What follows belongs to an exercise in optimizing a design on an open flow for small area and a short achievable clock period; a production flow would make more cautious choices. At most, simulation tests tie the RTL to the original design; equivalence was not proved. Power and IR drop assume default switching activity.

==> flow/design.v <==
module registor_block(
	input clk_i,
	input rstn_i,
	input acc_en_i,
	input wr_en_i,
	input [2:0] addr_i,
	input [15:0] wdata_i,
	output reg [15:0] rdata_o,
	output duty_valid,
	output [9:0] duty_cycle,
	output [1:0] frequency_selection,
	output trigger_on_hit,
	output target_valid,
	output [9:0] target_value,
	output clear,
	output SW_trigger,
	input [9:0] actual_counter_value,
	input [9:0] captured_value,
	input cap_valid,
	input tm_running
);
reg [15:0] CTRL0;
reg [15:0] PWM_MODE;
reg [15:0] CNT_TIMER_MODE0;
reg [15:0] CNT_TIMER_MODE1;
reg [3:0] valid;
wire wr = acc_en_i & wr_en_i;
wire we0 = wr & (addr_i == 3'd0);
wire we1 = wr & (addr_i == 3'd1);
wire we2 = wr & (addr_i == 3'd2);
wire we3 = wr & (addr_i == 3'd3);
always @(posedge clk_i or negedge rstn_i) begin
	if(!rstn_i)
		valid <= 4'd0;
	else
		valid <= valid | {we3, we2, we1, we0};
end
always @(posedge clk_i) begin
	if(we0) CTRL0 <= wdata_i;
	if(we1) PWM_MODE <= wdata_i;
	if(we2) CNT_TIMER_MODE0 <= wdata_i;
	if(we3) CNT_TIMER_MODE1 <= wdata_i;
end
assign duty_valid = valid[1];
assign duty_cycle = PWM_MODE[9:0];
assign frequency_selection = PWM_MODE[13:12] & {2{valid[1]}};
assign trigger_on_hit = valid[2] & (CNT_TIMER_MODE0[5:4] == 2'b01);
assign target_valid = valid[3];
assign target_value = CNT_TIMER_MODE1[9:0];
assign clear = wdata_i[0] & wr & (addr_i == 3'd5);
assign SW_trigger = wdata_i[4] & wr & (addr_i == 3'd5);
wire rd = acc_en_i & ~wr_en_i;
wire s0 = rd & (addr_i == 3'd0) & valid[0];
wire s1 = rd & (addr_i == 3'd1) & valid[1];
wire s2 = rd & (addr_i == 3'd2) & valid[2];
wire s3 = rd & (addr_i == 3'd3) & valid[3];
wire s4 = rd & (addr_i == 3'd4);
wire s6 = rd & (addr_i == 3'd6);
wire s6c = s6 & cap_valid;
wire [15:0] ya, yb;
genvar i;
generate
	for (i = 0; i < 16; i = i + 1) begin : g_rd
		if (i < 10) begin : g6
			rd_aoi222 ua(.a0(CTRL0[i]), .s0(s0), .a1(PWM_MODE[i]), .s1(s1), .a2(CNT_TIMER_MODE0[i]), .s2(s2), .y(ya[i]));
			rd_aoi222 ub(.a0(CNT_TIMER_MODE1[i]), .s0(s3), .a1(actual_counter_value[i]), .s1(s4), .a2(captured_value[i]), .s2(s6c), .y(yb[i]));
		end else if (i == 12) begin : g5
			rd_aoi222 ua(.a0(CTRL0[i]), .s0(s0), .a1(PWM_MODE[i]), .s1(s1), .a2(CNT_TIMER_MODE0[i]), .s2(s2), .y(ya[i]));
			rd_aoi22 ub(.a0(CNT_TIMER_MODE1[i]), .s0(s3), .a1(tm_running), .s1(s6), .y(yb[i]));
		end else begin : g4
			rd_aoi22 ua(.a0(CTRL0[i]), .s0(s0), .a1(PWM_MODE[i]), .s1(s1), .y(ya[i]));
			rd_aoi22 ub(.a0(CNT_TIMER_MODE0[i]), .s0(s2), .a1(CNT_TIMER_MODE1[i]), .s1(s3), .y(yb[i]));
		end
	end
endgenerate
always @(*) rdata_o = ~(ya & yb);
endmodule
module rd_aoi222(input a0, input s0, input a1, input s1, input a2, input s2, output y);
assign y = ~((a0 & s0) | (a1 & s1) | (a2 & s2));
endmodule
module rd_aoi22(input a0, input s0, input a1, input s1, output y);
assign y = ~((a0 & s0) | (a1 & s1));
endmodule
module PWM(
	input clk_i,
	input rstn_i,
	input acc_en_i,
	input [9:0] duty_cycle,
	input [1:0] frequency_selection,
	input duty_valid,
	input trigger_on_hit,
	input target_valid,
	input [9:0] target_value,
	input clear,
	input SW_trigger,
	output [9:0] actual_counter_value,
	output reg [9:0] captured_value,
	output reg cap_valid,
	output reg tm_running,
	output reg pwm_out
);
function [18:0] inc19(input [18:0] a, input cin);
	integer i; reg c;
	begin
		c = cin;
		for (i = 0; i < 19; i = i + 1) begin inc19[i] = a[i] ^ c; c = a[i] & c; end
	end
endfunction
function [13:0] inc14(input [13:0] a, input cin);
	integer i; reg c;
	begin
		c = cin;
		for (i = 0; i < 14; i = i + 1) begin inc14[i] = a[i] ^ c; c = a[i] & c; end
	end
endfunction
function [14:0] add15(input [14:0] a, input [14:0] b);
	integer i; reg c;
	begin
		c = 1'b0;
		for (i = 0; i < 15; i = i + 1) begin
			add15[i] = a[i] ^ b[i] ^ c;
			c = (a[i] & b[i]) | (a[i] & c) | (b[i] & c);
		end
	end
endfunction
function [12:0] add13(input [12:0] a, input [12:0] b);
	integer i; reg c;
	begin
		c = 1'b0;
		for (i = 0; i < 13; i = i + 1) begin
			add13[i] = a[i] ^ b[i] ^ c;
			c = (a[i] & b[i]) | (a[i] & c) | (b[i] & c);
		end
	end
endfunction
function lt14(input [13:0] a, input [13:0] b, input cin);
	integer i; reg c;
	begin
		c = cin;
		for (i = 0; i < 14; i = i + 1) c = (~a[i] & b[i]) | (~a[i] & c) | (b[i] & c);
		lt14 = c;
	end
endfunction
reg [9:0]  P_lo;
reg [8:0]  P_hi;
reg        Z;
reg [13:0] A;
reg [14:0] B;
wire [18:0] P = {P_hi, P_lo};
wire en = acc_en_i;
wire [18:0] p_inc = inc19(P, en);
wire [18:0] p_next = (Z & en) ? 19'd0 : p_inc;
wire ge400 = P >= 19'd399999;
wire ge200 = P >= 19'd199999;
wire ge125 = P >= 19'd124999;
wire ge100 = P >= 19'd99999;
wire ge = frequency_selection[1] ? (frequency_selection[0] ? ge100 : ge125)
                                 : (frequency_selection[0] ? ge200 : ge400);
wire wrap = ~Z & ge;
wire hit_tv = Z ? (target_value == 10'd0) : (p_inc == {9'd0, target_value});
wire hit = target_valid ? hit_tv : Z;
wire [12:0] dc5 = add13({1'b0, duty_cycle, 2'b0}, {3'b0, duty_cycle});
reg [13:0] T;
always @(*) begin
	case(frequency_selection)
		2'b00: T = {duty_cycle, 4'b0};
		2'b01: T = {1'b0, duty_cycle, 3'b0};
		2'b10: T = {1'b0, dc5};
		default: T = {2'b0, duty_cycle, 2'b0};
	endcase
end
wire bz = (B == 15'd0);
wire duty_on = duty_valid & (Z ? (duty_cycle != 10'd0) : lt14(A, T, bz));
wire go = en & ~Z & duty_on;
wire ld = en & Z;
wire b_carry = (B >= 15'd23977);
wire [14:0] b_step = go ? (b_carry ? 15'd8791 : 15'd1023) : 15'd0;
wire [14:0] b_sum = add15(B, b_step);
wire [13:0] a_sum = inc14(A, go & b_carry);
assign actual_counter_value = P_lo;
always @(posedge clk_i or negedge rstn_i) begin
	if(!rstn_i) begin
		P_lo <= 10'd0;
		Z <= 1'b1;
		pwm_out <= 1'b0;
		cap_valid <= 1'b0;
		tm_running <= 1'b0;
	end else begin
		P_lo <= p_next[9:0];
		if(en) begin
			Z <= wrap;
			pwm_out <= duty_on;
			if(clear)
				cap_valid <= 1'b0;
			else if(hit)
				cap_valid <= target_valid;
			if(SW_trigger || (trigger_on_hit && hit))
				tm_running <= 1'b1;
			else if(wrap)
				tm_running <= 1'b0;
		end
	end
end
always @(posedge clk_i) begin
	if(en & hit)
		captured_value <= target_value;
	P_hi <= p_next[18:10];
	A <= ld ? 14'd0 : a_sum;
	B <= ld ? (duty_on ? 15'd2046 : 15'd1023) : b_sum;
end
endmodule
module top(
	input clk_i,
	input rstn_i,
	input acc_en_i,
	input wr_en_i,
	input [2:0] addr_i,
	input [15:0] wdata_i,
	input input1_i,
	input input2_i,
	input input3_i,
	input input4_i,
	input input5_i,
	input input6_i,
	input input7_i,
	input input8_i,
	input input9_i,
	input input10_i,
	input input11_i,
	input input12_i,
	input input13_i,
	input input14_i,
	input input15_i,
	output [15:0] rdata_o,
	output output_o
);
	wire [9:0] duty_cycle_w;
	wire [1:0] frequency_selection_w;
	wire duty_valid_w;
	wire trigger_on_hit_w;
	wire target_valid_w;
	wire [9:0] target_value_w;
	wire clear_w;
	wire SW_trigger_w;
	wire [9:0] actual_counter_value_w;
	wire [9:0] captured_value_w;
	wire cap_valid_w;
	wire tm_running_w;
registor_block registor_block(
	.clk_i(clk_i),
	.rstn_i(rstn_i),
	.acc_en_i(acc_en_i),
	.wr_en_i(wr_en_i),
	.addr_i(addr_i),
	.wdata_i(wdata_i),
	.rdata_o(rdata_o),
	.duty_cycle(duty_cycle_w),
	.frequency_selection(frequency_selection_w),
	.duty_valid(duty_valid_w),
	.trigger_on_hit(trigger_on_hit_w),
	.target_valid(target_valid_w),
	.target_value(target_value_w),
	.clear(clear_w),
	.SW_trigger(SW_trigger_w),
	.actual_counter_value(actual_counter_value_w),
	.captured_value(captured_value_w),
	.cap_valid(cap_valid_w),
	.tm_running(tm_running_w)
);
PWM PWM(
	.clk_i(clk_i),
	.rstn_i(rstn_i),
	.acc_en_i(acc_en_i),
	.duty_cycle(duty_cycle_w),
	.frequency_selection(frequency_selection_w),
	.duty_valid(duty_valid_w),
	.trigger_on_hit(trigger_on_hit_w),
	.target_valid(target_valid_w),
	.target_value(target_value_w),
	.clear(clear_w),
	.SW_trigger(SW_trigger_w),
	.actual_counter_value(actual_counter_value_w),
	.captured_value(captured_value_w),
	.cap_valid(cap_valid_w),
	.tm_running(tm_running_w),
	.pwm_out(output_o)
);
endmodule
export LEC_CHECK = 0
export CAP_MARGIN = 20
export CORE_MARGIN = 2
export CORE_UTILIZATION = 70
export CTS_BUF_LIST = sky130_fd_sc_hd__clkbuf_4 sky130_fd_sc_hd__clkbuf_8
export CTS_CLUSTER_DIAMETER = 60
export CTS_CLUSTER_SIZE = 30
export SLEW_MARGIN = 20
export SYNTH_HIERARCHICAL = 1
export SYNTH_MINIMUM_KEEP_SIZE = 0
create_clock -name core_clock -period 25.0 [get_ports {clk_i}]
standard.sh (not shown) runs the stock make flow with config.mk's settings and CLKGATE_MAP_FILE= SYNTH_SCRIPT=/design/flow/synth_recipe.tcl, a recipe that flattens the netlist after the stock synthesis.
==> flow/flow/run.sh <==
#!/bin/bash
# Layout flow: the standard ORFS flow, with port buffers of a plain buffer
# cell, a clock tree without dummy loads, and timing repair aimed at a larger
# setup margin with a restricted set of moves. Clock period and constraints
# are the standard flow's own.
set -euo pipefail
W=$(pwd)
bash standard.sh \
  "BUFFER_PORTS_ARGS=-buffer_cell sky130_fd_sc_hd__buf_2" \
  "CTS_ARGS=-sink_clustering_enable -repair_clock_nets -dont_use_dummy_load -buf_list {sky130_fd_sc_hd__clkbuf_8}" \
  "SETUP_SLACK_MARGIN=13.8" "SETUP_MOVE_SEQUENCE=sizeup,swap" \
  finish > "$W/flow_make.log" 2>&1
Next try:
--- a/flow/design.v
+++ b/flow/design.v
@@ -6,5 +6,5 @@
 	input [2:0] addr_i,
 	input [15:0] wdata_i,
-	output reg [15:0] rdata_o,
+	output [15:0] rdata_o,
 	output duty_valid,
 	output [9:0] duty_cycle,
@@ -50,11 +50,13 @@
 assign clear = wdata_i[0] & wr & (addr_i == 3'd5);
 assign SW_trigger = wdata_i[4] & wr & (addr_i == 3'd5);
-wire rd = acc_en_i & ~wr_en_i;
-wire s0 = rd & (addr_i == 3'd0) & valid[0];
-wire s1 = rd & (addr_i == 3'd1) & valid[1];
-wire s2 = rd & (addr_i == 3'd2) & valid[2];
-wire s3 = rd & (addr_i == 3'd3) & valid[3];
-wire s4 = rd & (addr_i == 3'd4);
-wire s6 = rd & (addr_i == 3'd6);
+wire nrd = ~acc_en_i | wr_en_i;
+wire [2:0] na = ~addr_i;
+wire s0, s1, s2, s3, s4, s6;
+rd_and4 u_s0(.a(na[2]), .b(na[1]), .c(na[0]), .d(valid[0]), .y(s0));
+rd_and4 u_s1(.a(na[2]), .b(na[1]), .c(addr_i[0]), .d(valid[1]), .y(s1));
+rd_and4 u_s2(.a(na[2]), .b(addr_i[1]), .c(na[0]), .d(valid[2]), .y(s2));
+rd_and4 u_s3(.a(na[2]), .b(addr_i[1]), .c(addr_i[0]), .d(valid[3]), .y(s3));
+rd_and3 u_s4(.a(addr_i[2]), .b(na[1]), .c(na[0]), .y(s4));
+rd_and3 u_s6(.a(addr_i[2]), .b(addr_i[1]), .c(na[0]), .y(s6));
 wire s6c = s6 & cap_valid;
 wire [15:0] ya, yb;
@@ -74,8 +76,21 @@
 	end
 endgenerate
-always @(*) rdata_o = ~(ya & yb);
+generate
+	for (i = 0; i < 16; i = i + 1) begin : g_out
+		rd_aoi21 uo(.a0(ya[i]), .a1(yb[i]), .b(nrd), .y(rdata_o[i]));
+	end
+endgenerate
 endmodule
 module rd_aoi222(input a0, input s0, input a1, input s1, input a2, input s2, output y);
 assign y = ~((a0 & s0) | (a1 & s1) | (a2 & s2));
+endmodule
+module rd_and4(input a, input b, input c, input d, output y);
+assign y = a & b & c & d;
+endmodule
+module rd_and3(input a, input b, input c, output y);
+assign y = a & b & c;
+endmodule
+module rd_aoi21(input a0, input a1, input b, output y);
+assign y = ~((a0 & a1) | b);
 endmodule
 module rd_aoi22(input a0, input s0, input a1, input s1, output y);
What happened: Hold slack gains 0.010 ns. Sequential cell count stays the same. Global-route usage barely changes. Utilization came out lower by 0.54 points. Non-clock buffer count came out higher by 1. Register-to-register slack loses 0.47 ns. Wire length came out higher by a few percent. Die area came out higher by a few percent. Synthesized cell count came out higher by a few percent. Combinational power is about the same. Power hardly moves. Cell area came out higher by a few percent.
Only the layout flow was run in the second run of this note; the RTL was not checked for function there.

[static timing again, ports no longer ideal]
In the flow no input, the clock included, has a driving cell. The finished layouts below were timed again as built, in two steps.
Step 1 sets driving cells, clkbuf_16 on the clock port and buf_2 on the other inputs (assumed; they add their load-dependent delay and slew).
Step 2 moves the port delays by t, midway between the first and last clock arrival at a register: inputs arrive t later, outputs are due t later. That takes back most of the time a late clock gives input paths.
Three values: ideal, step 1, step 2; two values: the first two.
run	shift t [ns]	setup slack, ns	worst data-port slew with drivers (ns)
the first run	0.454	13.472 / 13.408 / 13.408	0.06
the second run	0.476	13.667 / 13.571 / 13.531	0.09
After both steps setup and hold are still met in every run listed. For the second run, which loses most, drivers alone change the setup slack by -0.096 ns; drivers and shift together by -0.136 ns.
